This design comes from an exercise in tuning for small area and a short achievable clock period on the open sky130 flow, not from production work. RTL that was checked went through simulation tests only; none was proved equivalent to the original. No functional check of the RTL was part of run 4. The flow treats the clock pin as an ideal source, which a real chip does not have. Power and IR drop assume default switching activity.

File: flow/run.sh
#!/bin/bash
# synth_recipe.tcl (not shown) runs the flow's synth.tcl, then flattens the netlist and writes it again
# the make line also repeats each setting of config.mk as NAME=value (left out here)
make -C /OpenROAD-flow-scripts/flow DESIGN_CONFIG=/design/flow/config.mk WORK_HOME=/design/flow/orfs CLKGATE_MAP_FILE= SYNTH_SCRIPT=/design/flow/synth_recipe.tcl finish
File: flow/config.mk
export PLATFORM = sky130hd
export DESIGN_NAME = sram_controller
export DESIGN_NICKNAME = sram_controller
export VERILOG_FILES = /design/flow/design.v
export SDC_FILE = /design/flow/constraint.sdc
export NUM_CORES = 4
export LEC_CHECK = 0
export CAP_MARGIN = 20
export CORE_MARGIN = 2
export CORE_UTILIZATION = 40
export PLACE_DENSITY = 0.6
export SLEW_MARGIN = 20
File: flow/constraint.sdc
create_clock -name core_clock -period 10.0 [get_ports {hclk}]
set_input_delay 2.0000 -clock core_clock [delete_from_list [all_inputs] [get_ports {hclk}]]
set_output_delay 2.0000 -clock core_clock [all_outputs]
set_load 0.01 [all_outputs]
File: flow/design.v
`default_nettype none
module sram_controller_pmu_sync (
    input  logic clk,
    input  logic reset_n,
    input  logic pwr_save_req,
    input  logic pwr_restore_req,
    output logic pwr_save_req_sync,
    output logic pwr_restore_req_sync
);
    logic [2:0] save_q;
    logic [2:0] restore_q;
    always_ff @(posedge clk or negedge reset_n) begin
        if (!reset_n) begin
            save_q    <= 3'b000;
            restore_q <= 3'b000;
        end else begin
            save_q    <= {save_q[1:0], pwr_save_req};
            restore_q <= {restore_q[1:0], pwr_restore_req};
        end
    end
    assign pwr_save_req_sync    = save_q[2];
    assign pwr_restore_req_sync = restore_q[2];
endmodule
`default_nettype wire
`default_nettype none
module sram_controller_wakeup_timer (
    input  logic clk,
    input  logic reset_n,
    input  logic enable,
    output logic timer_done
);
    logic [2:0] count;
    always_ff @(posedge clk or negedge reset_n) begin
        if (!reset_n) begin
            count <= 3'd0;
        end else if (enable) begin
            count <= count + 3'd1;
        end else begin
            count <= 3'd0;
        end
    end
    assign timer_done = count[2];
endmodule
`default_nettype wire
`default_nettype none
module sram_controller_fsm (
    input  logic       clk,
    input  logic       reset_n,
    input  logic       pwr_save_req_sync,
    input  logic       pwr_restore_req_sync,
    output logic [1:0] fsm_state,
    output logic       hready
);
    logic [1:0] state;
    logic       timer_done;
    sram_controller_wakeup_timer i_wakeup_timer (
        .clk(clk),
        .reset_n(reset_n),
        .enable(state[1]),
        .timer_done(timer_done)
    );
    always_ff @(posedge clk or negedge reset_n) begin
        if (!reset_n) begin
            state <= 2'b00;
        end else begin
            case (state)
                2'b00:   state <= {1'b0, pwr_save_req_sync};
                2'b01:   state <= pwr_restore_req_sync ? 2'b10 : 2'b01;
                2'b10:   state <= timer_done ? 2'b00 : 2'b10;
                default: state <= 2'b00;
            endcase
        end
    end
    assign fsm_state = state;
    assign hready    = ~(state[1] | state[0]);
endmodule
`default_nettype wire
`default_nettype none
module sram_controller_parity (
    input  logic        clk,
    input  logic        reset_n,
    input  logic [31:0] rdata,
    input  logic        read_enable,
    input  logic        parity_in,
    output logic        parity_error
);
    always_ff @(posedge clk or negedge reset_n) begin
        if (!reset_n) begin
            parity_error <= 1'b0;
        end else begin
            parity_error <= read_enable & ~(^rdata ^ parity_in);
        end
    end
endmodule
`default_nettype wire
`default_nettype none
module sram_controller_parity_storage (
    input  logic       clk,
    input  logic       reset_n,
    input  logic       write_enable,
    input  logic [7:0] addr,
    input  logic       write_parity,
    output logic       read_parity
);
    logic [255:0] bits;
    logic [15:0]  row_sel;
    logic [15:0]  col_sel;
    logic         wdata;
    always_comb begin
        for (int i = 0; i < 16; i++) begin
            row_sel[i] = ~reset_n | (write_enable & (addr[7:4] == i[3:0]));
            col_sel[i] = ~reset_n | (addr[3:0] == i[3:0]);
        end
    end
    assign wdata = write_parity & reset_n;
    always_ff @(posedge clk) begin
        for (int k = 0; k < 256; k++) begin
            if (row_sel[k / 16] & col_sel[k % 16]) begin
                bits[k] <= wdata;
            end
        end
    end
    assign read_parity = bits[addr];
endmodule
`default_nettype wire
`default_nettype none
module sram_controller_ahb_lite (
    input  logic        hclk,
    input  logic        hreset_n,
    input  logic        hsel,
    input  logic [7:0]  haddr,
    input  logic        hwrite,
    input  logic [1:0]  htrans,
    input  logic [2:0]  hsize,
    input  logic [31:0] hwdata,
    output logic [31:0] hrdata,
    output logic        hresp,
    output logic        sram_csb0,
    output logic        sram_web0,
    output logic [7:0]  sram_addr0,
    output logic [31:0] sram_din0,
    output logic [3:0]  sram_wmask0,
    input  logic [31:0] sram_dout0,
    output logic        parity_error
);
    logic valid;
    logic read_enable;
    logic write_enable;
    logic parity_in;
    assign valid        = hsel & htrans[1];
    assign read_enable  = valid & ~hwrite;
    assign write_enable = valid & hwrite;
    assign sram_csb0  = ~valid;
    assign sram_web0  = ~write_enable;
    assign sram_addr0 = haddr;
    assign sram_din0  = hwdata;
    assign hresp      = 1'b0;
    always_comb begin
        case (hsize)
            3'b000:  sram_wmask0 = 4'b0001 << haddr[1:0];
            3'b001:  sram_wmask0 = haddr[1] ? 4'b1100 : 4'b0011;
            default: sram_wmask0 = 4'b1111;
        endcase
    end
    always_ff @(posedge hclk or negedge hreset_n) begin
        if (!hreset_n) begin
            hrdata <= 32'h0;
        end else if (read_enable) begin
            hrdata <= sram_dout0;
        end
    end
    sram_controller_parity_storage i_parity_storage (
        .clk(hclk),
        .reset_n(hreset_n),
        .write_enable(write_enable),
        .addr(haddr),
        .write_parity(~^hwdata),
        .read_parity(parity_in)
    );
    sram_controller_parity i_parity (
        .clk(hclk),
        .reset_n(hreset_n),
        .rdata(sram_dout0),
        .read_enable(read_enable),
        .parity_in(parity_in),
        .parity_error(parity_error)
    );
endmodule
`default_nettype wire
`default_nettype none
module sram_controller (
    input  logic        hclk,
    input  logic        hreset_n,
    input  logic        hsel,
    input  logic [7:0]  haddr,
    input  logic        hwrite,
    input  logic [1:0]  htrans,
    input  logic [2:0]  hsize,
    input  logic [31:0] hwdata,
    output logic [31:0] hrdata,
    output logic        hready,
    output logic        hresp,
    input  logic        pwr_save_req,
    input  logic        pwr_restore_req,
    output logic        sram_csb0,
    output logic        sram_web0,
    output logic [7:0]  sram_addr0,
    output logic [31:0] sram_din0,
    output logic [3:0]  sram_wmask0,
    input  logic [31:0] sram_dout0,
    output logic        parity_error,
    output logic [1:0]  fsm_state
);
    logic pwr_save_req_sync;
    logic pwr_restore_req_sync;
    sram_controller_pmu_sync i_pmu_sync (
        .clk(hclk),
        .reset_n(hreset_n),
        .pwr_save_req(pwr_save_req),
        .pwr_restore_req(pwr_restore_req),
        .pwr_save_req_sync(pwr_save_req_sync),
        .pwr_restore_req_sync(pwr_restore_req_sync)
    );
    sram_controller_fsm i_fsm (
        .clk(hclk),
        .reset_n(hreset_n),
        .pwr_save_req_sync(pwr_save_req_sync),
        .pwr_restore_req_sync(pwr_restore_req_sync),
        .fsm_state(fsm_state),
        .hready(hready)
    );
    sram_controller_ahb_lite i_ahb_lite (
        .hclk(hclk),
        .hreset_n(hreset_n),
        .hsel(hsel),
        .haddr(haddr),
        .hwrite(hwrite),
        .htrans(htrans),
        .hsize(hsize),
        .hwdata(hwdata),
        .hrdata(hrdata),
        .hresp(hresp),
        .sram_csb0(sram_csb0),
        .sram_web0(sram_web0),
        .sram_addr0(sram_addr0),
        .sram_din0(sram_din0),
        .sram_wmask0(sram_wmask0),
        .sram_dout0(sram_dout0),
        .parity_error(parity_error)
    );
endmodule
`default_nettype wire
==> flow_summary.json, run 1 <==
{
  "outcome": "complete, no violations",
  "yosys_warnings": 6,
  "min_period_ps": 5715,
  "synth_cells": 1055,
  "comb_power_share_pct": 20.2,
  "synth-main-ff-cell": "edfxtp_1",
  "drc": 0,
  "setup_violations": 0,
  "grt_pass1_wl_um": 50440,
  "instances_no_fill": 1649,
  "antenna_cells": 0,
  "wl_per_cell_um": 20.26,
  "clkTransAtPathRegs_ps": 60,
  "met2_length_um": 16680,
  "cp_max_fo": 18,
  "dieHeight_um": 190.3,
  "drive_gt1_share_pct": 14.91,
  "r2r_setup_slack_ps": 7520,
  "critPathTopFamily": "buffers and inverters",
  "cts_tree": "done",
  "crit_required_ps": 8000,
  "grt_pass1_vias": 8688,
  "vdd_drop_max_mv": 0.2483,
  "start_kind": "input pin",
  "hp-class": "reg2reg",
  "endpoint_kind": "output pin",
  "detail-route-antenna-nets": 0,
  "portBuffers": 163,
  "top_layer": "met4",
  "crit_buf_inv": 2,
  "initial_core_util_pct": 40.39,
  "synth.distinct_cells": 43,
  "wl_met1_um": 13850,
  "drtPass1Iterations": 5,
  "synth-edff-count": 256,
  "place_hpwl_um": 20380,
  "htree_levels": 2,
  "synth_top_cell_area_share_pct": 55.37,
  "io_pins": 166,
  "row_count": 68,
  "ys_top_cells_by_count": "nor2_1, edfxtp_1, xnor2_1, buf_4, clkbuf_1",
  "clock_latency_ps": 510,
  "arrival_ps": 3720,
  "synthesis.area_um2": 13880,
  "gr-usage-all-layers_pct": 18.36,
  "worst_slew_pin_slew_ps": 1109,
  "die_x_um": 190.3,
  "synthMostInstantiatedCell": "nor2_1",
  "grt_overflow": 0,
  "initialDrtViolationCount": 685,
  "crit_top_cell": "clkdlybuf4s50_1",
  "grt_max_degree": 257,
  "crit_path_cell_trace": "clkdlybuf4s50_1, clkdlybuf4s50_1",
  "worstSetupPathType": "in2out",
  "clock_path_buffers": 3,
  "seqPwrFrac_pct": 50.5,
  "async_reset_ff_share_pct": 14.67,
  "core_area_um2": 34370,
  "synthTopCellsByArea": "edfxtp_1, dfrtp_1, nor2_1",
  "ys_seq_area_share_pct": 63.30,
  "hold_viol": 0,
  "antenna_found_initial": 0,
  "startpoint": "haddr[7]",
  "slew_viol_final": 0,
  "min_period_over_period_pct": 57.15,
  "setup_slack_ps": 4285,
  "cp.depth": 2,
  "place_congestion": 0.7493,
  "worst_path_max_delay_cell": "clkdlybuf4s50_1",
  "power_density_nw_per_um2": 245.9,
  "synth.avg_cell_area_um2": 13.16,
  "fin_setup_tns_ps": 0,
  "p_switching_mw": 1.091,
  "fin_nets": 1253,
  "num_vias": 8712,
  "max_clock_freq_mhz": 175.0,
  "p_leak_nw": 5.813,
  "reg2reg_to": "i_ahb_lite.i_parity.parity_error",
  "vias_per_cell": 5.283,
  "p_int_mw": 3.049,
  "r2r_start": "i_ahb_lite.i_parity_storage.bits[86]",
  "relSlewSlack_pct": 26.03,
  "numCtsBuffers": 35,
  "dp_cells": 1587,
  "rsz0062_at_grt": "no",
  "clock_sinks": 300,
  "finClkSkew_ps": 12.30,
  "postCtsSetupBuffers": 0,
  "fill_cells": 3049,
  "r2r_cells": 7,
  "drv_cap": 0,
  "pre_cts_ws_ps": 4285,
  "met3WireLength_um": 1878,
  "clkPwrFrac_pct": 29.3,
  "cts_hold_buf": 0,
  "critical_path.max_stage_delay_ps": 1030,
  "dieArea_um2": 36220,
  "ys_seq_elements": 300,
  "critPathCapture": "sram_addr0[7]",
  "drt_wl_total_um": 33410,
  "synth_area_leader_cell": "edfxtp_1",
  "ctsResizeCount": 0,
  "area_growth_pct": 21.24,
  "p_sw_share_pct": 26.35,
  "cts_root_buffer": "clkbuf_16",
  "holdWs_ps": 345.6
}
[metal layers]
metal | global-route usage [%] | up-vias
met4 | 6.082 | 0
met1 | 24.12 | 4398
met5 | 0 | -
met2 | 31.22 | 275
met3 | 2.852 | 67
li1 | - | 3972
[cell families after synthesis]
kind of cell	share of synthesized area, %
fa+ha+maj	0.09010
compound gates	3.172
buf+inv	4.956
other cells	0.02701
mux	13.06
flops	63.30
xor+xnor	3.974
simple gates	11.43
[power groups by stage]
stage	clock (mW)	sequential [mW]	combinational, mW
after CTS	1.24	2.09	0.848
after floorplan	0	2.13	0.507
final	1.21	2.09	0.837
after detailed placement	0	2.12	0.846
after global routing	1.28	2.12	0.915
after global placement	0	2.10	0.832
[layout make-up]
type	instances	area [um^2]	area share, %
clock buffers	42	923.4	5.485
clock inverters	20	166.4	0.9886
inverters	4	15.01	0.08919
multi-input cells	635	4511	26.80
flip-flops and latches	300	8788	52.21
well taps	455	569.3	3.382
repair buffers	193	1861	11.05
[through the flow]
| step | total power, mW | instance area (um^2) | utilization (%) |
|---|---|---|---|
| after global routing | 4.323 | 16830 | 48.97 |
| after CTS | 4.177 | 16830 | 48.97 |
| after global placement | 2.929 | 15720 | 45.73 |
| after detailed placement | 2.961 | 15740 | 45.80 |
| final | 4.140 | 16830 | 48.97 |
| after floorplan | 2.641 | 13890 | - |
[sequential cells by signal (all words and copies together) (netlist names)]
signal / cells
i_ahb_lite.i_parity_storage.bits: 256
i_ahb_lite.hrdata: 32
i_fsm.i_wakeup_timer.count: 3
i_pmu_sync.restore_q: 3
i_pmu_sync.save_q: 3
i_fsm.state: 2
i_ahb_lite.i_parity.parity_error: 1
[worst min-delay path by stage]
stage                                   end               startpoint  cells after the start  slack (ps)
floorplan           i_pmu_sync.restore_q[1]  i_pmu_sync.restore_q[0]                      0         330
global placement    i_pmu_sync.restore_q[1]  i_pmu_sync.restore_q[0]                      0         330
detailed placement  i_pmu_sync.restore_q[2]  i_pmu_sync.restore_q[1]                      0         340
CTS                 i_pmu_sync.restore_q[2]  i_pmu_sync.restore_q[1]                      0         350
global route        i_pmu_sync.restore_q[1]  i_pmu_sync.restore_q[0]                      0         360
finish                 i_pmu_sync.save_q[1]     i_pmu_sync.save_q[0]                      0         350
[cell usage in the layout (no fill, tap or decap), types with 3 or more instances in the layout]
cell type / count
nor2_1: 276
edfxtp_1: 256
clkdlybuf4s50_1: 160
xnor2_1: 55
dfrtp_1: 44
mux4_2: 42
nand2_1: 39
mux2i_1: 39
clkbuf_16: 36
mux2_2: 33
buf_4: 29
nand4_1: 22
nand3_1: 20
a21oi_1: 14
nor2b_1: 12
o21ai_0: 9
clkinv_2: 9
a22oi_1: 8
xor2_1: 8
a21oi_2: 7
clkbuf_1: 6
and2_1: 5
a41oi_1: 5
a31oi_2: 5
clkinv_1: 5
inv_1: 4
o211ai_1: 4
mux4_1: 4
nand2b_1: 3
a31oi_1: 3
==> inputs of run 2 (changes only) <==
--- a/flow/config.mk
+++ b/flow/config.mk
@@ -10,3 +10,5 @@
 export CORE_UTILIZATION = 40
+export CTS_BUF_LIST = sky130_fd_sc_hd__clkbuf_4
 export PLACE_DENSITY = 0.6
+export SETUP_SLACK_MARGIN = 5
 export SLEW_MARGIN = 20
==> flow_summary.json, run 2 <==
{
  "dieArea_um2": 36220,
  "ys_top_cells_by_count": "nor2_1, edfxtp_1, xnor2_1, buf_4, clkbuf_1",
  "largest-register": "i_ahb_lite.i_parity_storage.bits",
  "htree_levels": 3,
  "hp-class": "reg2reg",
  "area_growth_pct": 21.15,
  "worst_path_max_delay_cell": "clkdlybuf4s50_1",
  "min_period_ps": 4971,
  "place_hpwl_um": 20280,
  "mostFrequentLayoutCell": "nor2_1",
  "clock_latency_ps": 730,
  "async_reset_ff_share_pct": 14.67,
  "wl_per_cell_um": 19.24,
  "core_area_um2": 34370,
  "synthTopCellsByArea": "edfxtp_1, dfrtp_1, nor2_1",
  "ys_seq_area_share_pct": 63.30,
  "synth_area_leader_cell": "edfxtp_1",
  "num_vias": 9014,
  "grt_pass1_wl_um": 50840,
  "place_congestion": 0.7724,
  "synthMostInstantiatedCell": "nor2_1",
  "die_x_um": 190.3,
  "yosys_warnings": 6,
  "final_util_pct": 48.94,
  "slew_viol_final": 0,
  "biggestRegsByFlops": "i_ahb_lite.i_parity_storage.bits: 256 flops, i_ahb_lite.hrdata: 32 flops",
  "synth.distinct_cells": 43,
  "crit_buf_inv": 2,
  "final_cell_mix": "nor2_1, edfxtp_1, clkbuf_4",
  "cts_root_buffer": "clkbuf_4",
  "power_density_nw_per_um2": 237.9,
  "fill_cells": 3098,
  "p_leak_nw": 6.012,
  "initial_core_util_pct": 40.39,
  "grt_pass1_vias": 9183,
  "min_period_over_period_pct": 49.71,
  "drc": 0,
  "synth.avg_cell_area_um2": 13.16,
  "largest_reg_flops": 256,
  "outcome": "complete, no violations",
  "grt_overflow": 0,
  "row_count": 68,
  "relSlewSlack_pct": 28.62,
  "endpoint_kind": "output pin",
  "setup_violations": 0,
  "io_pins": 166,
  "rsz0062_at_grt": "no",
  "worstSetupPathType": "in2out",
  "clkTransAtPathRegs_ps": 60,
  "cts_tree": "done",
  "crit_required_ps": 8000,
  "detail-route-antenna-nets": 0,
  "portBuffers": 163,
  "drv_cap": 0,
  "drive_gt1_share_pct": 21.65,
  "synthesis.area_um2": 13880,
  "grt_max_degree": 130,
  "initialDrtViolationCount": 603,
  "dieHeight_um": 190.3,
  "max_clock_freq_mhz": 201.2,
  "antenna_found_initial": 1,
  "worst_slew_pin_slew_ps": 1071,
  "synth-edff-count": 256,
  "fin_nets": 1305,
  "critPathTopFamily": "buffers and inverters",
  "finClkSkew_ps": 37.43,
  "holdWs_ps": 347.9,
  "ys_seq_elements": 300,
  "synth_cells": 1055,
  "crit_path_cell_trace": "clkdlybuf4s15_2, clkdlybuf4s50_1",
  "clock_path_buffers": 3,
  "critical_path.max_stage_delay_ps": 600,
  "hold_viol": 0,
  "arrival_ps": 2970,
  "cts_hold_buf": 0,
  "clock_sinks": 300,
  "synth-main-ff-cell": "edfxtp_1",
  "numCtsBuffers": 80,
  "cp_max_fo": 12,
  "start_kind": "input pin",
  "gr-usage-all-layers_pct": 18.58,
  "drtPass1Iterations": 5,
  "vias_per_cell": 5.207,
  "vdd_drop_max_mv": 0.1963,
  "synth_top_cell_area_share_pct": 55.37,
  "fin_setup_tns_ps": 0,
  "drt_wl_total_um": 33310
}
[run 2: cell count changes in the layout (fill, tap and decap cells not counted), sizes merged]
cell	before	now
diode	0	1
clkinv	16	8
clkdlybuf4s50	160	112
clkbuf	42	125
dlygate4sd2	0	37
inv	6	7
bufbuf	0	1
clkdlybuf4s15	0	3
buf	33	42
dlymetal6s2s	0	2
clkinvlp	0	1
[run 2: power by group]
group | total (mW) | switching [mW] | internal (mW)
Combinational | 0.826 | 0.495 | 0.331
Sequential | 2.08 | 0.0897 | 1.99
Clock | 1.09 | 0.490 | 0.602
Total | 4.00 | 1.07 | 2.93
[run 2: layer usage]
| layer | up-vias | GRT usage, % | wire [um] |
|---|---|---|---|
| met5 | - | 0 | 0 |
| met4 | 0 | 7.275 | 778 |
| met3 | 73 | 4.453 | 2417 |
| met2 | 345 | 30.22 | 16390 |
| met1 | 4453 | 24.07 | 13720 |
| li1 | 4143 | - | - |
[run 2: path summary, 6_finish.rpt]
path,startpoint,to,slack (ps),cells past startpoint
setup reg to reg,i_ahb_lite.i_parity_storage.bits[222],i_ahb_lite.i_parity.parity_error,7490,6
max in group asynchronous,hreset_n,i_ahb_lite.hrdata[17],8190,2
hold reg to reg,i_pmu_sync.restore_q[0],i_pmu_sync.restore_q[1],350,0
hold / removal,i_pmu_sync.restore_q[0],i_pmu_sync.restore_q[1],350,0
setup / recovery,haddr[4],sram_addr0[4],5030,2
min in group asynchronous,hreset_n,i_ahb_lite.hrdata[27],1390,2
[run 2: area by class of cell]
type | count | area, um^2 | share of cell area [%]
sequential | 300 | 8788 | 52.25
multi-input combinational | 635 | 4528 | 26.92
timing repair buffer | 200 | 1893 | 11.25
clock buffer | 122 | 915.9 | 5.445
tap | 455 | 569.3 | 3.384
clock inverter | 14 | 108.9 | 0.6471
inverter | 4 | 15.01 | 0.08926
antenna | 1 | 2.502 | 0.01488
[run 2: metrics by stage]
stage / setup slack, ps / total power [mW] / cells / instance area (um^2)
global route: 5001 / 4.228 / 1731 / 16820
CTS: 4848 / 4.057 / 1730 / 16820
detailed placement: 4235 / 2.950 / 1591 / 15750
finish: 5029 / 4.002 / 1731 / 16820
floorplan: 4567 / 2.624 / 1055 / 13960
global placement: 4240 / 2.920 / 1591 / 15740
[run 2: logic make-up after synthesis]
kind of cell    count (synthesis)  share of synthesized area [%]
other cells                     1                        0.02701
xor+xnor                       63                          3.974
fa+ha+maj                       1                        0.09010
buf+inv                       120                          4.956
simple gates                  383                          11.43
compound gates                 69                          3.172
mux                           118                          13.06
flops                         300                          63.30
[run 2: repair_timing]
action,4_1_cts,5_1_grt
cloned,1,0
setup buffers,2,0
endpoints found under the setup margin,45,6
gates resized for setup,71,13
pin swaps,1,0
==> inputs of run 3 (changes only) <==
--- a/flow/config.mk
+++ b/flow/config.mk
@@ -9,6 +9,5 @@
 export CORE_MARGIN = 2
-export CORE_UTILIZATION = 40
-export CTS_BUF_LIST = sky130_fd_sc_hd__clkbuf_4
-export PLACE_DENSITY = 0.6
-export SETUP_SLACK_MARGIN = 5
+export CORE_UTILIZATION = 60
+export CTS_BUF_LIST = sky130_fd_sc_hd__clkbuf_2 sky130_fd_sc_hd__clkbuf_4
+export PLACE_DENSITY = 0.7
 export SLEW_MARGIN = 20
==> flow_summary.json, run 3 <==
{
  "synth-main-ff-cell": "edfxtp_1",
  "hp-class": "reg2reg",
  "synth.distinct_cells": 43,
  "comb_power_share_pct": 20.8,
  "worst_path_max_delay_cell": "clkdlybuf4s50_1",
  "mostFrequentLayoutCell": "nor2_1",
  "synth_area_leader_cell": "edfxtp_1",
  "drtPass1Iterations": 5,
  "synth_cells": 1055,
  "endpoint_kind": "output pin",
  "slew_viol_final": 0,
  "max_clock_freq_mhz": 175.2,
  "biggestRegsByFlops": "i_ahb_lite.i_parity_storage.bits: 256 flops, i_ahb_lite.hrdata: 32 flops",
  "hold_viol": 0,
  "clkTransAtPathRegs_ps": 60,
  "worst_slew_pin_slew_ps": 1116,
  "reg2reg_to": "i_ahb_lite.i_parity.parity_error",
  "place_hpwl_um": 19930,
  "arrival_ps": 3710,
  "yosys_warnings": 6,
  "final_cell_mix": "nor2_1, edfxtp_1, clkdlybuf4s50_1",
  "min_period_ps": 5708,
  "synth.avg_cell_area_um2": 13.16,
  "critPathCapture": "sram_addr0[7]",
  "hold_depth": 0,
  "dieHeight_um": 156.1,
  "crit_required_ps": 8000,
  "pre_cts_ws_ps": 4308,
  "p_leak_nw": 5.871,
  "critPathTopFamily": "buffers and inverters",
  "row_count": 55,
  "numCtsBuffers": 77,
  "p_switching_mw": 1.061,
  "fin_setup_tns_ps": 0,
  "drv_cap": 0,
  "async_reset_ff_share_pct": 14.67,
  "cts_root_buffer": "clkbuf_4",
  "worstSetupPathType": "in2out",
  "clkPwrFrac_pct": 26.6,
  "relSlewSlack_pct": 25.62,
  "critical_path.max_stage_delay_ps": 1020,
  "ys_seq_area_share_pct": 63.30,
  "grt_overflow": 0,
  "detail-route-antenna-nets": 0,
  "die_x_um": 156.1,
  "clock_sinks": 300,
  "ctsResizeCount": 0,
  "fin_nets": 1298,
  "synthesis.area_um2": 13880,
  "largest-register": "i_ahb_lite.i_parity_storage.bits",
  "area_growth_pct": 18.85,
  "fill_cells": 1590,
  "min_period_over_period_pct": 57.08,
  "cp.depth": 2,
  "cp_max_fo": 18,
  "instances_no_fill": 1551,
  "crit_buf_inv": 2,
  "synthTopCellsByArea": "edfxtp_1, dfrtp_1, nor2_1",
  "p_int_mw": 2.914,
  "p_sw_share_pct": 26.70,
  "dp_cells": 1420,
  "crit_top_cell": "clkdlybuf4s50_1",
  "wl_per_cell_um": 20.44,
  "ys_top_cells_by_count": "nor2_1, edfxtp_1, xnor2_1, buf_4, clkbuf_1",
  "r2r_cells": 7,
  "setup_violations": 0,
  "power_density_nw_per_um2": 240.9,
  "grt_pass1_vias": 9023,
  "outcome": "complete, no violations",
  "vias_per_cell": 5.890,
  "rsz0062_at_grt": "no",
  "io_pins": 166,
  "finClkSkew_ps": 43.64,
  "synth_top_cell_area_share_pct": 55.37,
  "antenna_found_initial": 1,
  "cts_tree": "done",
  "synthMostInstantiatedCell": "nor2_1",
  "drc": 0,
  "synth-edff-count": 256,
  "ys_seq_elements": 300,
  "cts_hold_buf": 0,
  "setup_slack_ps": 4292,
  "start_kind": "input pin",
  "vdd_drop_max_mv": 0.2952,
  "initial_core_util_pct": 61.14,
  "num_vias": 9136,
  "gr-usage-all-layers_pct": 26.65,
  "drt_wl_total_um": 31700,
  "grt_max_degree": 217,
  "place_congestion": 0.8309,
  "clock_latency_ps": 710,
  "drive_gt1_share_pct": 19.60,
  "clock_path_buffers": 3,
  "grt_pass1_wl_um": 48710,
  "postCtsSetupBuffers": 0,
  "crit_path_cell_trace": "clkdlybuf4s50_1, clkdlybuf4s50_1",
  "portBuffers": 163,
  "htree_levels": 3,
  "initialDrtViolationCount": 837,
  "startpoint": "haddr[7]",
  "largest_reg_flops": 256,
  "r2r_start": "i_ahb_lite.i_parity_storage.bits[86]",
  "dieArea_um2": 24370,
  "final_util_pct": 72.67,
  "core_area_um2": 22710,
  "seqPwrFrac_pct": 52.6,
  "r2r_setup_slack_ps": 7540
}
==> run 3: changes by cell type in the layout (fill, tap and decap cells not counted), sizes merged <==
| cell | before | now |
|---|---|---|
| buf | 42 | 36 |
| clkbuf | 125 | 117 |
| inv | 7 | 5 |
| clkdlybuf4s50 | 112 | 160 |
| clkinvlp | 1 | 0 |
| clkdlybuf4s15 | 3 | 0 |
| clkinv | 8 | 10 |
| bufbuf | 1 | 0 |
| dlymetal6s2s | 2 | 0 |
| dlygate4sd2 | 37 | 0 |
==> run 3: how the worst min path moves through the flow <==
| stage | from | endpoint | slack, ps |
|---|---|---|---|
| 4_1_cts | i_pmu_sync.restore_q[0] | i_pmu_sync.restore_q[1] | 350 |
| 2_1_floorplan | i_pmu_sync.restore_q[0] | i_pmu_sync.restore_q[1] | 330 |
| 5_1_grt | i_pmu_sync.restore_q[0] | i_pmu_sync.restore_q[1] | 350 |
| 3_3_place_gp | i_pmu_sync.restore_q[0] | i_pmu_sync.restore_q[1] | 340 |
| 6_report | i_pmu_sync.restore_q[0] | i_pmu_sync.restore_q[1] | 350 |
| 3_5_place_dp | i_pmu_sync.restore_q[1] | i_pmu_sync.restore_q[2] | 340 |
==> run 3: logic make-up (layout without fill, tap and decap cells) <==
| family | after synthesis | after routing | share of synthesized area, % |
|---|---|---|---|
| AND/OR/NAND/NOR | 383 | 383 | 11.43 |
| flip-flops | 300 | 300 | 63.30 |
| buffers and inverters | 120 | 330 | 4.956 |
| multiplexers | 118 | 118 | 13.06 |
| AO/OA/AOI/OAI | 69 | 69 | 3.172 |
| XOR/XNOR | 63 | 63 | 3.974 |
| adder cells (fa/ha/maj) | 1 | 1 | 0.09010 |
| other | 1 | 2 | 0.02701 |
==> run 3: area by class of cell <==
cell class | count | area, um^2 | share of cell area, %
inverters | 4 | 15.01 | 0.09098
repair buffers | 196 | 1879 | 11.39
diodes | 1 | 2.502 | 0.01516
well taps | 285 | 356.6 | 2.161
multi-input cells | 635 | 4471 | 27.09
clock inverters | 13 | 111.4 | 0.6748
clock buffers | 117 | 878.3 | 5.323
flip-flops and latches | 300 | 8788 | 53.26
==> run 3: power by group through the flow <==
stage / Clock [mW] / Sequential (mW) / Combinational (mW)
final: 1.06 / 2.09 / 0.827
after global routing: 1.15 / 2.12 / 0.906
after CTS: 1.08 / 2.09 / 0.830
after detailed placement: 0 / 2.11 / 0.827
after global placement: 0 / 2.09 / 0.820
after floorplan: 0 / 2.13 / 0.507
==> run 3: per-stage QoR <==
step	instance area, um^2	hold WS, ps	power (mW)
global route	16500	353.4	4.172
finish	16500	348.3	3.975
floorplan	13890	331.2	2.641
CTS	16490	348.8	4.003
detailed placement	15500	338.6	2.940
global placement	15490	335.4	2.915
==> run 3: per-layer routing <==
layer / part of all wire, % / track usage [%]
met1: 41 / 36.25
met2: 48 / 42.06
met3: 9.1 / 6.167
met4: 2.5 / 10.88
met5: 0 / 0
==> inputs of run 4 (changes only) <==
--- a/flow/design.v
+++ b/flow/design.v
@@ -96,2 +96,35 @@
 `default_nettype none
+module sram_controller_parity_bit (
+    input  logic clk,
+    input  logic row,
+    input  logic col_set,
+    input  logic col_clr,
+    output logic q
+);
+    always_ff @(posedge clk) begin
+        q <= (q & ~(row & col_clr)) | (row & col_set);
+    end
+endmodule
+module sram_controller_parity_sel4 (
+    input  logic [3:0] bits,
+    input  logic [3:0] sel,
+    output logic       out
+);
+    assign out = |(bits & sel);
+endmodule
+module sram_controller_parity_sel16 (
+    input  logic [15:0] bits,
+    input  logic [15:0] sel,
+    output logic        out
+);
+    logic [3:0] part;
+    for (genvar g = 0; g < 4; g++) begin : g_part
+        sram_controller_parity_sel4 u_sel (
+            .bits(bits[g * 4 +: 4]),
+            .sel(sel[g * 4 +: 4]),
+            .out(part[g])
+        );
+    end
+    assign out = |part;
+endmodule
 module sram_controller_parity_storage (
@@ -106,19 +139,37 @@
     logic [15:0]  row_sel;
-    logic [15:0]  col_sel;
-    logic         wdata;
+    logic [15:0]  col_set;
+    logic [15:0]  col_clr;
+    logic [15:0]  row_hit;
+    logic [15:0]  col_hit;
+    logic [15:0]  row_val;
     always_comb begin
         for (int i = 0; i < 16; i++) begin
+            row_hit[i] = (addr[7:4] == i[3:0]);
+            col_hit[i] = (addr[3:0] == i[3:0]);
             row_sel[i] = ~reset_n | (write_enable & (addr[7:4] == i[3:0]));
-            col_sel[i] = ~reset_n | (addr[3:0] == i[3:0]);
-        end
-    end
-    assign wdata = write_parity & reset_n;
-    always_ff @(posedge clk) begin
-        for (int k = 0; k < 256; k++) begin
-            if (row_sel[k / 16] & col_sel[k % 16]) begin
-                bits[k] <= wdata;
-            end
-        end
-    end
-    assign read_parity = bits[addr];
+            col_set[i] = reset_n & write_parity & (addr[3:0] == i[3:0]);
+            col_clr[i] = ~reset_n | (~write_parity & (addr[3:0] == i[3:0]));
+        end
+    end
+    for (genvar k = 0; k < 256; k++) begin : g_bit
+        sram_controller_parity_bit u_bit (
+            .clk(clk),
+            .row(row_sel[k / 16]),
+            .col_set(col_set[k % 16]),
+            .col_clr(col_clr[k % 16]),
+            .q(bits[k])
+        );
+    end
+    for (genvar i = 0; i < 16; i++) begin : g_row
+        sram_controller_parity_sel16 u_row (
+            .bits(bits[i * 16 +: 16]),
+            .sel(col_hit),
+            .out(row_val[i])
+        );
+    end
+    sram_controller_parity_sel16 u_col (
+        .bits(row_val),
+        .sel(row_hit),
+        .out(read_parity)
+    );
 endmodule
==> flow/flow/run.sh (new file) <==
#!/bin/bash
# Own layout flow: the standard ORFS flow (standard.sh: unchanged synthesis,
# floorplan, power grid and tap cells, placement, routing), with hooks that
# change how the paths from the input ports are built:
#  - synthesis buffers are removed at floorplan (REMOVE_ABC_BUFFERS) and the
#    ports are buffered with buf_1;
#  - io_fast.tcl (before the placement resizer): each input buffer drives only
#    the pins that lead to an output port; its loads that only reach registers
#    are moved behind a buffer of their own;
#  - tighten.tcl (CTS and global route stages): the stage's timing repair runs
#    against a tighter input delay (the SDC's is restored right after);
#  - the clock tree uses larger sink clusters and no dummy loads.
# The make run's full output goes to standard_flow.log in the work folder;
# ORFS's own per-step logs are under orfs/logs/.
set -euo pipefail
cd "$(dirname "${BASH_SOURCE[0]}")/.."
F=$PWD/flow

export REMOVE_ABC_BUFFERS=1
export BUFFER_PORTS_ARGS="-buffer_cell sky130_fd_sc_hd__buf_1"
export IO_FAST_IN_CELL=sky130_fd_sc_hd__buf_1
export IO_FAST_OUT_CELL=sky130_fd_sc_hd__buf_1
export IO_FAST_ISO_CELL=sky130_fd_sc_hd__buf_4
export IO_FAST_IN_DELAY=${IO_FAST_IN_DELAY:-7.6}
export PRE_RESIZE_TCL=$F/io_fast.tcl
export PRE_CTS_TCL=$F/tighten.tcl
export PRE_GLOBAL_ROUTE_TCL=$F/tighten.tcl
export CTS_ARGS="-sink_clustering_enable -repair_clock_nets -buf_list {sky130_fd_sc_hd__clkbuf_8} -sink_clustering_size 16 -sink_clustering_max_diameter 50 -dont_use_dummy_load"

bash standard.sh > standard_flow.log 2>&1
==> flow/flow/io_fast.tcl (new file) <==
# Port-to-port paths: after buffer_ports, let each input buffer drive only the
# pins that lead combinationally to an output port, and move its other loads
# (those that only reach registers) behind a buffer of their own. Port buffers
# are then sized for speed.

proc io_fast_reaches_output { pin } {
  set paths [find_timing_paths -through $pin -to [all_outputs] -group_path_count 1]
  return [expr { [llength $paths] > 0 }]
}

proc io_fast { } {
  set in_cell  $::env(IO_FAST_IN_CELL)
  set out_cell $::env(IO_FAST_OUT_CELL)
  set iso_cell $::env(IO_FAST_ISO_CELL)
  set clk_port [get_full_name [get_property [lindex [all_clocks] 0] sources]]
  set n_iso 0
  foreach port [get_ports -filter "direction==output"] {
    set net [get_nets [get_full_name $port]]
    set drv [get_pins -of_objects $net -filter "direction==output"]
    if { [llength $drv] != 1 } { continue }
    set inst [get_cells -of_objects $drv]
    if { [string match "*__buf_*" [get_property $inst ref_name]] ||
         [string match "*__clkdlybuf*" [get_property $inst ref_name]] ||
         [string match "*__clkbuf_*" [get_property $inst ref_name]] } {
      replace_cell $inst $out_cell
    }
  }
  foreach port [get_ports -filter "direction==input"] {
    set pname [get_full_name $port]
    if { $pname eq $clk_port } { continue }
    set loads [get_pins -of_objects [get_nets $pname] -filter "direction==input"]
    if { [llength $loads] != 1 } { continue }
    set inbuf [get_cells -of_objects $loads]
    set ref [get_property $inbuf ref_name]
    if { ![string match "*buf*" $ref] } { continue }
    replace_cell $inbuf $in_cell
    set xnet [get_nets -of_objects [get_pins -of_objects $inbuf -filter "direction==output"]]
    set keep {}
    set move {}
    foreach s [get_pins -of_objects $xnet -filter "direction==input"] {
      if { [io_fast_reaches_output $s] } {
        lappend keep $s
      } else {
        lappend move $s
      }
    }
    if { [llength $keep] > 0 && [llength $move] > 1 } {
      insert_buffer -buffer_cell $iso_cell -net $xnet -load_pins $move
      incr n_iso
    }
  }
  puts "io_fast: isolated the register loads of $n_iso input ports"
}

io_fast
==> flow/flow/tighten.tcl (new file) <==
# Wraps ORFS's repair_timing_helper so that the stage's own timing repair runs
# against a tighter input delay (IO_FAST_IN_DELAY, max only, instead of the
# SDC's), which makes the repair speed up every path from an input port, to
# registers and to output ports alike. The SDC's input delay is restored
# right after the repair, so nothing of it is written to the stage's SDC.
proc io_fast_inputs { } {
  set clk_src [get_full_name [get_property [lindex [all_clocks] 0] sources]]
  set ins {}
  foreach p [all_inputs] {
    if { [get_full_name $p] ne $clk_src } { lappend ins $p }
  }
  return $ins
}

if { [info commands io_fast_orig_repair_timing_helper] eq "" } {
  rename repair_timing_helper io_fast_orig_repair_timing_helper
  proc repair_timing_helper { args } {
    set clk [lindex [all_clocks] 0]
    set ins [io_fast_inputs]
    set_input_delay -max $::env(IO_FAST_IN_DELAY) -clock $clk $ins
    io_fast_orig_repair_timing_helper {*}$args
    set_input_delay -max [expr { $::env(FLOW_PERIOD_NS) * 0.2 }] -clock $clk $ins
    report_worst_slack -max
  }
}
==> flow/standard.sh (new file) <==
#!/bin/bash
# synth_recipe.tcl (not shown) runs the flow's synth.tcl, then flattens the netlist and writes it again
# the make line also repeats each setting of config.mk as NAME=value (left out here)
make -C /OpenROAD-flow-scripts/flow DESIGN_CONFIG=/design/flow/config.mk WORK_HOME=/design/flow/orfs CLKGATE_MAP_FILE= SYNTH_SCRIPT=/design/flow/synth_recipe.tcl "${@:-finish}"
--- a/flow/config.mk
+++ b/flow/config.mk
@@ -9,5 +9,7 @@
 export CORE_MARGIN = 2
-export CORE_UTILIZATION = 60
-export CTS_BUF_LIST = sky130_fd_sc_hd__clkbuf_2 sky130_fd_sc_hd__clkbuf_4
-export PLACE_DENSITY = 0.7
+export CORE_UTILIZATION = 40
+export GPL_TIMING_DRIVEN = 0
+export PLACE_DENSITY = 0.6
 export SLEW_MARGIN = 20
+export SYNTH_HIERARCHICAL = 1
+export SYNTH_MINIMUM_KEEP_SIZE = 0
removed: flow/run.sh
==> flow_summary.json, run 4 <==
{
  "biggestRegsByFlops": "i_ahb_lite.i_parity_storage.g_bit.u_bit.q: 256 flops, i_ahb_lite.hrdata: 32 flops",
  "layout.area.seq_um2": 6226,
  "dieArea_um2": 33500,
  "max_clock_freq_mhz": 203.6,
  "fin_nets": 1625,
  "endpoint_kind": "flop",
  "p_int_mw": 1.893,
  "cp_max_fo": 6,
  "final_cell_mix": "nand2_1, a22o_1, dfxtp_1",
  "ys_seq_elements": 300,
  "p_switching_mw": 0.8474,
  "setup_violations": 0,
  "vdd_drop_max_mv": 0.1322,
  "synth_area_leader_cell": "dfxtp_1",
  "drt_wl_total_um": 40940,
  "fin_setup_tns_ps": 0,
  "pre_cts_ws_ps": 3384,
  "relSlewSlack_pct": 37.82,
  "die_x_um": 183.0,
  "hp-class": "reg2reg",
  "place_congestion": 0.8360,
  "holdWs_ps": 314.1,
  "clock_sinks": 300,
  "grt_pass1_vias": 10522,
  "gr-usage-all-layers_pct": 23.51,
  "crit_path_cell_trace": "buf_6, buf_6, nand2b_4, buf_4, nor2_2, buf_4, a22oi_2, nand2_1, or4_1, a22oi_1, nand2_1, or4_4, xnor2_2, xnor2_1, xnor2_1, xnor3_1, mux2i_1",
  "setup_slack_ps": 5088,
  "critical_path.max_stage_delay_ps": 530,
  "dp_cells": 1864,
  "p_leak_nw": 6.372,
  "finClkSkew_ps": 39.62,
  "largest-register": "i_ahb_lite.i_parity_storage.g_bit.u_bit.q",
  "synthTopCellsByArea": "dfxtp_1, a22o_1, nand2_1",
  "r2r_setup_slack_ps": 6830,
  "ys_top_cells_by_count": "nand2_1, a22o_1, dfxtp_1, a22oi_1, xnor2_1",
  "rsz0062_at_grt": "yes",
  "fin_area_um2": 16060,
  "numCtsBuffers": 29,
  "instances_no_fill": 1941,
  "worstSetupPathType": "in2reg",
  "vias_per_cell": 5.849,
  "ys_seq_area_share_pct": 48.57,
  "synth-main-ff-cell": "dfxtp_1",
  "min_period_ps": 4912,
  "arrival_ps": 5380,
  "synth-edff-count": 0,
  "yosys_warnings": 13,
  "initialDrtViolationCount": 1084,
  "dieHeight_um": 183.0,
  "drc": 0,
  "grt_max_degree": 33,
  "synthesis.area_um2": 12820,
  "slew_viol_final": 0,
  "finalPower_mw": 2.740,
  "area_growth_pct": 25.31,
  "fill_cells": 2823,
  "synth_top_cell_area_share_pct": 39.98,
  "grt_overflow": 0,
  "synthMostInstantiatedCell": "nand2_1",
  "mostFrequentLayoutCell": "nand2_1",
  "portBuffers": 163,
  "drtPass1Iterations": 5,
  "multi_input_area_um2": 7109,
  "row_count": 65,
  "grt_pass1_wl_um": 61200,
  "critPathTopFamily": "simple AND/OR/NAND/NOR gates",
  "start_kind": "input pin",
  "outcome": "complete, no violations",
  "clkPwrFrac_pct": 23.8,
  "async_reset_ff_share_pct": 14.67,
  "antenna_found_initial": 1,
  "antenna_cells": 0,
  "crit_required_ps": 10470,
  "cts_tree": "done",
  "synth_cells": 1316,
  "clock_latency_ps": 580,
  "seqPwrFrac_pct": 53.2,
  "drv_cap": 0,
  "initial_core_util_pct": 40.63,
  "min_period_over_period_pct": 49.12,
  "crit_buf_inv": 4,
  "hold_viol": 0,
  "detail-route-antenna-nets": 0,
  "drive_gt1_share_pct": 20.86,
  "clkTransAtPathRegs_ps": 80,
  "synth.avg_cell_area_um2": 9.741,
  "largest_reg_flops": 256,
  "comb_power_share_pct": 23.0,
  "num_vias": 11352,
  "placed_area_um2": 14520,
  "worst_path_max_delay_cell": "or4_4",
  "p_sw_share_pct": 30.93,
  "place_hpwl_um": 26720,
  "synth.distinct_cells": 38,
  "worst_slew_pin_slew_ps": 931.7,
  "core_area_um2": 31560,
  "io_pins": 166,
  "final_util_pct": 50.91,
  "wl_per_cell_um": 21.09,
  "power_density_nw_per_um2": 170.6
}
## run 4: cell type report, without the clock buffers
type,instances,share of cell area (%)
Tap cell,402,3.131
Sequential cell,300,38.76
Timing Repair Buffer,248,11.32
Multi-Input combinational cell,960,44.26
Inverter,2,0.04673
## run 4: worst paths after layout
path | start | end | cells after the start
max | haddr[2] | i_ahb_lite.i_parity.parity_error | 17
min | i_pmu_sync.restore_q[0] | i_pmu_sync.restore_q[1] | 0
max reg2reg | i_ahb_lite.i_parity_storage.g_bit[208].u_bit.q | i_ahb_lite.i_parity.parity_error | 11
min reg2reg | i_pmu_sync.restore_q[0] | i_pmu_sync.restore_q[1] | 0
max in group asynchronous | hreset_n | i_pmu_sync.save_q[0] | 2
min in group asynchronous | hreset_n | i_ahb_lite.hrdata[11] | 1
## run 4: kinds of logic after synthesis
| logic type | share of synthesized area (%) |
|---|---|
| XOR/XNOR | 4.382 |
| adder cells (fa/ha/maj) | 0.09758 |
| buffers and inverters | 3.084 |
| flip-flops | 48.57 |
| multiplexers | 2.889 |
| AO/OA/AOI/OAI | 26.98 |
| other | 0.02925 |
| AND/OR/NAND/NOR | 13.98 |
## run 4: power groups by stage
stage	clock, mW	sequential, mW	combinational (mW)
3_3_place_gp	0	1.47	0.527
2_1_floorplan	0	1.47	0.345
3_5_place_dp	0	1.47	0.575
6_report	0.652	1.46	0.630
4_1_cts	0.670	1.45	0.607
5_1_grt	0.721	1.48	0.682
## run 4: worst reg2reg max path: cells and delay by family (launching register included)
| family | cells | cell delay (ps) |
|---|---|---|
| flip-flops | 1 | 330 |
| XOR/XNOR | 4 | 740 |
| AO/OA/AOI/OAI | 2 | 490 |
| AND/OR/NAND/NOR | 4 | 1350 |
| multiplexers | 1 | 130 |
## run 4: modules after synthesis, one instance, submodules excluded, a selection
module                          cells inside  area [um^2]  flip-flops and latches  copies in the design
sram_controller_wakeup_timer               8        115.1                       3                     1
sram_controller_parity_bit                 3        32.53                       1                   256
sram_controller_fsm                        9        92.59                       2                     1
sram_controller_ahb_lite                 152         1815                      32                     1
sram_controller_pmu_sync                   6        150.1                       6                     1
sram_controller_parity_storage           119        588.1                       0                     1
sram_controller_parity                    33        326.6                       1                     1
sram_controller_parity_sel4                3        18.77                       0                    68
sram_controller_parity_sel16               1        7.507                       0                    17
## run 4: metal layers
layer / track usage [%] / vias to the layer above / part of all wire, %
met1: 32.31 / 5401 / 43
met5: 0 / - / 0
met2: 37.94 / 562 / 44
met4: 8.512 / 0 / 3.8
met3: 3.118 / 90 / 8.4
li1: - / 5299 / -
## run 4: what timing repair did
item                                    4_1_cts  5_1_grt
setup buffers                                26       18
cloned                                        4        1
resized for setup                           131       51
pin swaps                                    27       30
hold buffers                                  0        0
endpoints found under the setup margin      180       34
==> inputs of run 5 (changes only) <==
--- a/flow/design.v
+++ b/flow/design.v
@@ -78,2 +78,8 @@
 `default_nettype none
+module sram_controller_parity_xor32 (
+    input  logic [31:0] data,
+    output logic        parity
+);
+    assign parity = ^data;
+endmodule
 module sram_controller_parity (
@@ -86,2 +92,7 @@
 );
+    logic rdata_parity;
+    sram_controller_parity_xor32 i_rdata_parity (
+        .data(rdata),
+        .parity(rdata_parity)
+    );
     always_ff @(posedge clk or negedge reset_n) begin
@@ -90,3 +101,3 @@
         end else begin
-            parity_error <= read_enable & ~(^rdata ^ parity_in);
+            parity_error <= read_enable & ~(rdata_parity ^ parity_in);
         end
@@ -107,5 +118,5 @@
 endmodule
-module sram_controller_parity_sel4 (
-    input  logic [3:0] bits,
-    input  logic [3:0] sel,
+module sram_controller_parity_sel8 (
+    input  logic [7:0] bits,
+    input  logic [7:0] sel,
     output logic       out
@@ -119,7 +130,7 @@
 );
-    logic [3:0] part;
-    for (genvar g = 0; g < 4; g++) begin : g_part
-        sram_controller_parity_sel4 u_sel (
-            .bits(bits[g * 4 +: 4]),
-            .sel(sel[g * 4 +: 4]),
+    logic [1:0] part;
+    for (genvar g = 0; g < 2; g++) begin : g_part
+        sram_controller_parity_sel8 u_sel (
+            .bits(bits[g * 8 +: 8]),
+            .sel(sel[g * 8 +: 8]),
             .out(part[g])
--- a/flow/flow/run.sh
+++ b/flow/flow/run.sh
@@ -23,3 +23,3 @@
 export IO_FAST_ISO_CELL=sky130_fd_sc_hd__buf_4
-export IO_FAST_IN_DELAY=${IO_FAST_IN_DELAY:-7.6}
+export IO_FAST_IN_DELAY=${IO_FAST_IN_DELAY:-7.4}
 export PRE_RESIZE_TCL=$F/io_fast.tcl
==> flow_summary.json, run 5 <==
{
  "ys_seq_area_share_pct": 48.87,
  "synth_area_leader_cell": "dfxtp_1",
  "row_count": 65,
  "antenna_found_initial": 1,
  "synth_top_cell_area_share_pct": 40.22,
  "detail-route-antenna-nets": 0,
  "crit_required_ps": 8000,
  "hold_depth": 0,
  "worst_path_max_delay_cell": "buf_1",
  "outcome": "complete, no violations",
  "num_vias": 10722,
  "clock_latency_ps": 530,
  "crit_buf_inv": 2,
  "drc": 0,
  "core_area_um2": 31470,
  "io_pins": 166,
  "r2r_setup_slack_ps": 7790,
  "critPathTopFamily": "buffers and inverters",
  "die_x_um": 182.5,
  "worstHoldEndpoint": "i_pmu_sync.restore_q[1]",
  "r2r_cells": 8,
  "arrival_ps": 2570,
  "synth.distinct_cells": 36,
  "async_reset_ff_share_pct": 14.67,
  "top_layer": "met4",
  "initialDrtViolationCount": 936,
  "hp-class": "reg2reg",
  "cp_max_fo": 4,
  "fin_nets": 1552,
  "met2_length_um": 17560,
  "drive_gt1_share_pct": 12.48,
  "biggestRegsByFlops": "i_ahb_lite.i_parity_storage.g_bit.u_bit.q: 256 flops, i_ahb_lite.hrdata: 32 flops",
  "min_period_ps": 4568,
  "crit_path_cell_trace": "buf_2, nor2b_1, o21ai_0, buf_1",
  "ys_seq_elements": 300,
  "grt_max_degree": 33,
  "synthesis.area_um2": 12740,
  "finalPower_mw": 2.739,
  "synthMostInstantiatedCell": "nand2_1",
  "synth_cells": 1283,
  "r2r_start": "i_ahb_lite.i_parity_storage.g_bit[216].u_bit.q",
  "power_density_nw_per_um2": 184.0,
  "endpoint_kind": "output pin",
  "wl_met1_um": 16980,
  "dieHeight_um": 182.5,
  "drt_wl_total_um": 37830,
  "rsz0062_at_grt": "yes",
  "area_growth_pct": 16.84,
  "fill_cells": 2921,
  "critical_path.max_stage_delay_ps": 160,
  "start_kind": "input pin",
  "max_clock_freq_mhz": 218.9,
  "place_hpwl_um": 25870,
  "vdd_drop_max_mv": 0.09705,
  "synth-main-ff-cell": "dfxtp_1",
  "wl_per_cell_um": 20.25,
  "layout.area.seq_um2": 6226,
  "min_from": "i_pmu_sync.restore_q[0]",
  "relSlewSlack_pct": 36.37,
  "synth-edff-count": 0,
  "min_period_over_period_pct": 45.68,
  "p_leak_nw": 5.661,
  "synthTopCellsByArea": "dfxtp_1, a22o_1, dfrtp_1",
  "worstSetupPathType": "in2out",
  "postCtsSetupBuffers": 0,
  "hold_viol": 0,
  "cts_hold_buf": 0,
  "reg2reg_to": "i_ahb_lite.i_parity.parity_error",
  "place_congestion": 0.8374,
  "largest_reg_flops": 256,
  "numCtsBuffers": 34,
  "clock_sinks": 300,
  "yosys_warnings": 13,
  "vias_per_cell": 5.740,
  "grt_pass1_wl_um": 58940,
  "slew_viol_final": 0,
  "portBuffers": 163,
  "clkTransAtPathRegs_ps": 90,
  "worst_slew_pin_slew_ps": 953.5,
  "setup_violations": 0,
  "grt_overflow": 0,
  "met3WireLength_um": 2192,
  "finClkSkew_ps": 33.82,
  "grt_pass1_vias": 10230,
  "gr-usage-all-layers_pct": 22.48,
  "cts_tree": "done",
  "mostFrequentLayoutCell": "nand2_1",
  "antenna_cells": 0,
  "synth.avg_cell_area_um2": 9.931,
  "drtPass1Iterations": 6,
  "final_cell_mix": "nand2_1, a22o_1, dfxtp_1",
  "initial_core_util_pct": 40.48,
  "largest-register": "i_ahb_lite.i_parity_storage.g_bit.u_bit.q",
  "fin_setup_tns_ps": 0,
  "ys_top_cells_by_count": "nand2_1, a22o_1, dfxtp_1, a22oi_1, xnor2_1",
  "dieArea_um2": 33300,
  "multi_input_area_um2": 6457,
  "drv_cap": 0
}
## run 5: cell count changes in the layout (fill, tap and decap cells not counted), moves of 9 or more
cell	previous run	this run
or4_1	9	0
or2_1	0	17
buf_6	18	7
a22oi_2	61	0
buf_16	16	6
nor2_4	13	1
nand2_1	317	262
nand2_2	12	0
buf_4	39	13
nand4_1	1	35
a22oi_1	75	136
## run 5: worst max path at each step
stage | from | endpoint | cells past startpoint
floorplan | hsel | i_ahb_lite.i_parity_storage.g_bit[0].u_bit.q | 6
global placement | hreset_n | i_ahb_lite.i_parity_storage.g_bit[56].u_bit.q | 3
detailed placement | haddr[0] | i_ahb_lite.i_parity.parity_error | 12
CTS | haddr[0] | sram_wmask0[2] | 4
global route | hwdata[14] | i_ahb_lite.i_parity_storage.g_bit[234].u_bit.q | 9
finish | haddr[0] | sram_wmask0[0] | 4
## run 5: per-layer routing
metal  vias up  global-route usage, %
met5         -                      0
met4         0                  7.419
met3        76                  3.113
met2       341                  36.09
met1      5164                  31.21
li1       5141                      -
## run 5: per-stage QoR
step	hold WS (ps)	utilization, %	instance area (um^2)	setup slack [ps]	cells
after global routing	371.2	47.30	14890	5336	1868
after global placement	333.2	42.79	13470	829.2	1791
after CTS	356.1	47.21	14860	5412	1867
after detailed placement	334.7	45.71	14390	4770	1833
final	354.7	47.30	14890	5432	1868
after floorplan	331.2	-	12350	5206	1226
## run 5: power breakdown
group	total, mW	switching [mW]	internal (mW)
Sequential	1.45	0.0888	1.36
Combinational	0.579	0.331	0.248
Clock	0.712	0.407	0.304
Total	2.74	0.827	1.91
## run 5: cell families after synthesis
kind of cell | Yosys count | synth area share [%]
DFF | 300 | 48.87
other | 1 | 0.02943
AOI/OAI and AO/OA | 430 | 27.14
and+or+nand+nor | 396 | 13.53
adders and majority gates | 1 | 0.09819
muxes | 32 | 2.828
buffers and inverters | 59 | 3.103
xor gates and xnor gates | 64 | 4.400
## run 5: final cells by class, without the clock buffers
| class | count | share of cell area (%) |
|---|---|---|
| inverter | 2 | 0.05043 |
| tap | 402 | 3.379 |
| multi-input combinational | 924 | 43.38 |
| sequential | 300 | 41.82 |
| timing repair buffer | 206 | 8.228 |
## run 5: timing repair
item / 4_1_cts / 5_1_grt
resized for setup: 3 / 4
gates cloned: 0 / 0
endpoints found under the setup margin: 4 / 59
## run 5: per-module statistics from Yosys, one instance, submodules excluded, a selection
module,cells,flip-flops and latches,copies in the design,cell area [um^2]
sram_controller_parity_bit,3,1,256,32.53
sram_controller_pmu_sync,6,6,1,150.1
sram_controller_ahb_lite,152,32,1,1815
sram_controller_parity_storage,119,0,1,588.1
sram_controller_parity_sel16,1,0,17,6.256
sram_controller_parity_xor32,31,0,1,271.5
sram_controller_parity,3,1,1,40.04
sram_controller_fsm,9,2,1,92.59
sram_controller_parity_sel8,5,0,34,36.28
sram_controller_wakeup_timer,8,3,1,115.1
==> inputs of run 6 (changes only) <==
--- a/flow/flow/run.sh
+++ b/flow/flow/run.sh
@@ -23,3 +23,3 @@
 export IO_FAST_ISO_CELL=sky130_fd_sc_hd__buf_4
-export IO_FAST_IN_DELAY=${IO_FAST_IN_DELAY:-7.4}
+export IO_FAST_IN_DELAY=${IO_FAST_IN_DELAY:-7.6}
 export PRE_RESIZE_TCL=$F/io_fast.tcl
==> flow_summary.json, run 6 <==
{
  "drtPass1Iterations": 5,
  "ys_top_cells_by_count": "nand2_1, a22o_1, dfxtp_1, a22oi_1, xnor2_1",
  "clkTransAtPathRegs_ps": 90,
  "clock_sinks": 300,
  "min_period_over_period_pct": 44.86,
  "drv_cap": 0,
  "outcome": "complete, no violations",
  "grt_pass1_vias": 10259,
  "grt_max_degree": 33,
  "synth-edff-count": 0,
  "synth_top_cell_area_share_pct": 40.22,
  "die_x_um": 182.5,
  "cts_hold_buf": 0,
  "async_reset_ff_share_pct": 14.67,
  "io_pins": 166,
  "fin_nets": 1552,
  "gr-usage-all-layers_pct": 22.52,
  "biggestRegsByFlops": "i_ahb_lite.i_parity_storage.g_bit.u_bit.q: 256 flops, i_ahb_lite.hrdata: 32 flops",
  "synth.distinct_cells": 36,
  "min_period_ps": 4486,
  "synthTopCellsByArea": "dfxtp_1, a22o_1, dfrtp_1",
  "p_leak_nw": 5.707,
  "place_hpwl_um": 25870,
  "synth-main-ff-cell": "dfxtp_1",
  "synth_cells": 1283,
  "critical_path.max_stage_delay_ps": 140,
  "core_area_um2": 31470,
  "vias_per_cell": 5.739,
  "min_from": "i_pmu_sync.restore_q[0]",
  "worstHoldEndpoint": "i_pmu_sync.restore_q[1]",
  "yosys_warnings": 13,
  "area_growth_pct": 17.76,
  "place_congestion": 0.8374,
  "postCtsSetupBuffers": 0,
  "drc": 0,
  "hp-class": "reg2reg",
  "r2r_cells": 8,
  "hold_depth": 0,
  "portBuffers": 163,
  "synthesis.area_um2": 12740,
  "finalPower_mw": 2.753,
  "num_vias": 10720,
  "ys_seq_area_share_pct": 48.87,
  "dieArea_um2": 33300,
  "detail-route-antenna-nets": 0,
  "ys_seq_elements": 300,
  "final_cell_mix": "nand2_1, a22o_1, dfxtp_1",
  "rsz0062_at_grt": "yes",
  "start_kind": "input pin",
  "largest-register": "i_ahb_lite.i_parity_storage.g_bit.u_bit.q",
  "grt_pass1_wl_um": 59090,
  "arrival_ps": 2490,
  "largest_reg_flops": 256,
  "grt_overflow": 0,
  "crit_required_ps": 8000,
  "worst_path_max_delay_cell": "buf_2",
  "initial_core_util_pct": 40.48,
  "synthMostInstantiatedCell": "nand2_1",
  "r2r_start": "i_ahb_lite.i_parity_storage.g_bit[216].u_bit.q",
  "mostFrequentLayoutCell": "nand2_1",
  "vdd_drop_max_mv": 0.09720,
  "pre_cts_ws_ps": 4770,
  "r2r_setup_slack_ps": 7740,
  "cts_tree": "done",
  "setup_violations": 0,
  "hold_viol": 0,
  "max_clock_freq_mhz": 222.9,
  "dieHeight_um": 182.5,
  "numCtsBuffers": 34,
  "cp_max_fo": 4,
  "multi_input_area_um2": 6553,
  "worstSetupPathType": "in2out",
  "setup_slack_ps": 5514,
  "fill_cells": 2907,
  "clock_latency_ps": 530,
  "initialDrtViolationCount": 904,
  "drt_wl_total_um": 37920,
  "wl_per_cell_um": 20.30,
  "finClkSkew_ps": 35.74,
  "layout.area.seq_um2": 6226,
  "reg2reg_to": "i_ahb_lite.i_parity.parity_error",
  "power_density_nw_per_um2": 183.5,
  "endpoint_kind": "output pin",
  "fin_setup_tns_ps": 0,
  "synth_area_leader_cell": "dfxtp_1",
  "dp_cells": 1833,
  "worst_slew_pin_slew_ps": 956.2,
  "instances_no_fill": 1868,
  "relSlewSlack_pct": 36.18,
  "slew_viol_final": 0,
  "crit_path_cell_trace": "buf_8, nor2b_4, o21ai_1, buf_2",
  "antenna_cells": 0,
  "antenna_found_initial": 1,
  "synth.avg_cell_area_um2": 9.931,
  "row_count": 65,
  "drive_gt1_share_pct": 13.51
}
run 6: cell count changes in the layout (fill, tap and decap cells not counted), moves of 4 or more:
cell | before | now
buf_1 | 158 | 150
buf_2 | 3 | 7
nor2_2 | 27 | 23
nor2_4 | 1 | 7
o21ai_2 | 16 | 12
o21ai_4 | 16 | 20
run 6: power breakdown:
part           leakage [nW]  switching [mW]  internal (mW)  total (mW)
combinational          2.86           0.339          0.255       0.594
clock                 0.244           0.406          0.304       0.710
sequential             2.60          0.0887           1.36        1.45
total                  5.71           0.834           1.92        2.75
run 6: worst max path at each step:
stage / start / to / slack, ps / cells past startpoint
2_1_floorplan: hsel / i_ahb_lite.i_parity_storage.g_bit[0].u_bit.q / 5210 / 6
3_3_place_gp: hreset_n / i_ahb_lite.i_parity_storage.g_bit[56].u_bit.q / 830 / 3
3_5_place_dp: haddr[0] / i_ahb_lite.i_parity.parity_error / 4770 / 12
4_1_cts: haddr[0] / sram_wmask0[2] / 5520 / 4
5_1_grt: hsize[2] / sram_wmask0[3] / 5480 / 4
6_report: haddr[0] / sram_wmask0[0] / 5510 / 4
run 6: timing repair:
action                     in CTS  in global routing
setup endpoints to repair      64                233
gates resized for setup        27                 19
pin swaps                       1                  2
run 6: cell type report, without the clock buffers:
type / instances / area share, %
Inverter: 2 / 0.05003
Multi-Input combinational cell: 924 / 43.67
Sequential cell: 300 / 41.49
Tap cell: 402 / 3.352
Timing Repair Buffer: 206 / 8.314
run 6: metal layers:
| layer | up-vias | global-route usage (%) | wire (um) |
|---|---|---|---|
| met5 | - | 0 | 0 |
| met4 | 0 | 7.226 | 983 |
| met3 | 67 | 3.093 | 2304 |
| met2 | 340 | 36.24 | 17710 |
| met1 | 5171 | 31.31 | 16920 |
| li1 | 5142 | - | - |
run 6: critical path: cells and delay by family:
kind	cells	cell delay (ps)
compound gates	1	120
buf+inv	2	240
simple gates	1	120
run 6: modules after synthesis, one instance, submodules excluded, excerpt:
| module | flops+latches | copies in the design | cell area (um^2) | cells inside |
|---|---|---|---|---|
| sram_controller_parity_storage | 0 | 1 | 588.1 | 119 |
| sram_controller_parity_sel16 | 0 | 17 | 6.256 | 1 |
| sram_controller_fsm | 2 | 1 | 92.59 | 9 |
| sram_controller_ahb_lite | 32 | 1 | 1815 | 152 |
| sram_controller_parity_sel8 | 0 | 34 | 36.28 | 5 |
| sram_controller_parity_xor32 | 0 | 1 | 271.5 | 31 |
| sram_controller_parity_bit | 1 | 256 | 32.53 | 3 |
| sram_controller_parity | 1 | 1 | 40.04 | 3 |
| sram_controller_wakeup_timer | 3 | 1 | 115.1 | 8 |
| sram_controller_pmu_sync | 6 | 1 | 150.1 | 6 |
run 6: logic make-up after synthesis:
group	synth area share, %
AND/OR/NAND/NOR	13.53
AO/OA/AOI/OAI	27.14
XOR/XNOR	4.400
flip-flops	48.87
buffers and inverters	3.103
adder cells (fa/ha/maj)	0.09819
other	0.02943
multiplexers	2.828
run 6: metrics by stage:
step	hold slack [ps]	instance area, um^2	utilization, %
after global routing	371.2	15000	47.67
after detailed placement	334.7	14390	45.71
after CTS	356.1	14910	47.37
after floorplan	331.2	12350	-
after global placement	333.2	13470	42.79
final	354.7	15000	47.67

-- what the ideal ports hide --
The results above use ideal ports. As a check the final layouts listed here were re-extracted and re-timed, cells and wires unchanged. Step 1, drivers: a clkbuf_16 drives hclk and a buf_2 each remaining input, both assumed. Step 2, shift: input delay + t, output delay - t, t = (earliest + latest rising clock arrival at the registers) / 2. This alone moves slack from input paths to output paths. a / b / c = no drivers / after step 1 / after step 2; a / b = the first two.
run | t, ns | setup WS [ns] | hold slack, ns | latest minus earliest clock arrival (ns) | cell pins on the clock port's net
run 1 | 0.560 | 4.285 / 4.260 / 4.260 | 0.346 / 0.346 / 0.346 | 0.015 / 0.015 | 1
run 2 | 0.744 | 5.029 / 5.005 / 4.575 | 0.348 / 0.348 / 0.348 | 0.055 / 0.055 | 1
run 3 | 0.726 | 4.292 / 4.271 / 4.271 | 0.348 / 0.348 / 0.348 | 0.046 / 0.047 | 1
run 4 | 0.618 | 5.088 / 5.093 / 4.475 | 0.314 / 0.314 / 0.314 | 0.062 / 0.062 | 1
run 5 | 0.562 | 5.432 / 5.406 / 5.004 | 0.355 / 0.355 / 0.355 | 0.055 / 0.055 | 1
run 6 | 0.562 | 5.514 / 5.471 / 5.136 | 0.355 / 0.355 / 0.355 | 0.056 / 0.056 | 1
After both steps every run listed still meets setup and hold. The setup slack of run 4, which loses most, moves by +0.005 ns with the drivers and by -0.613 ns with both steps.
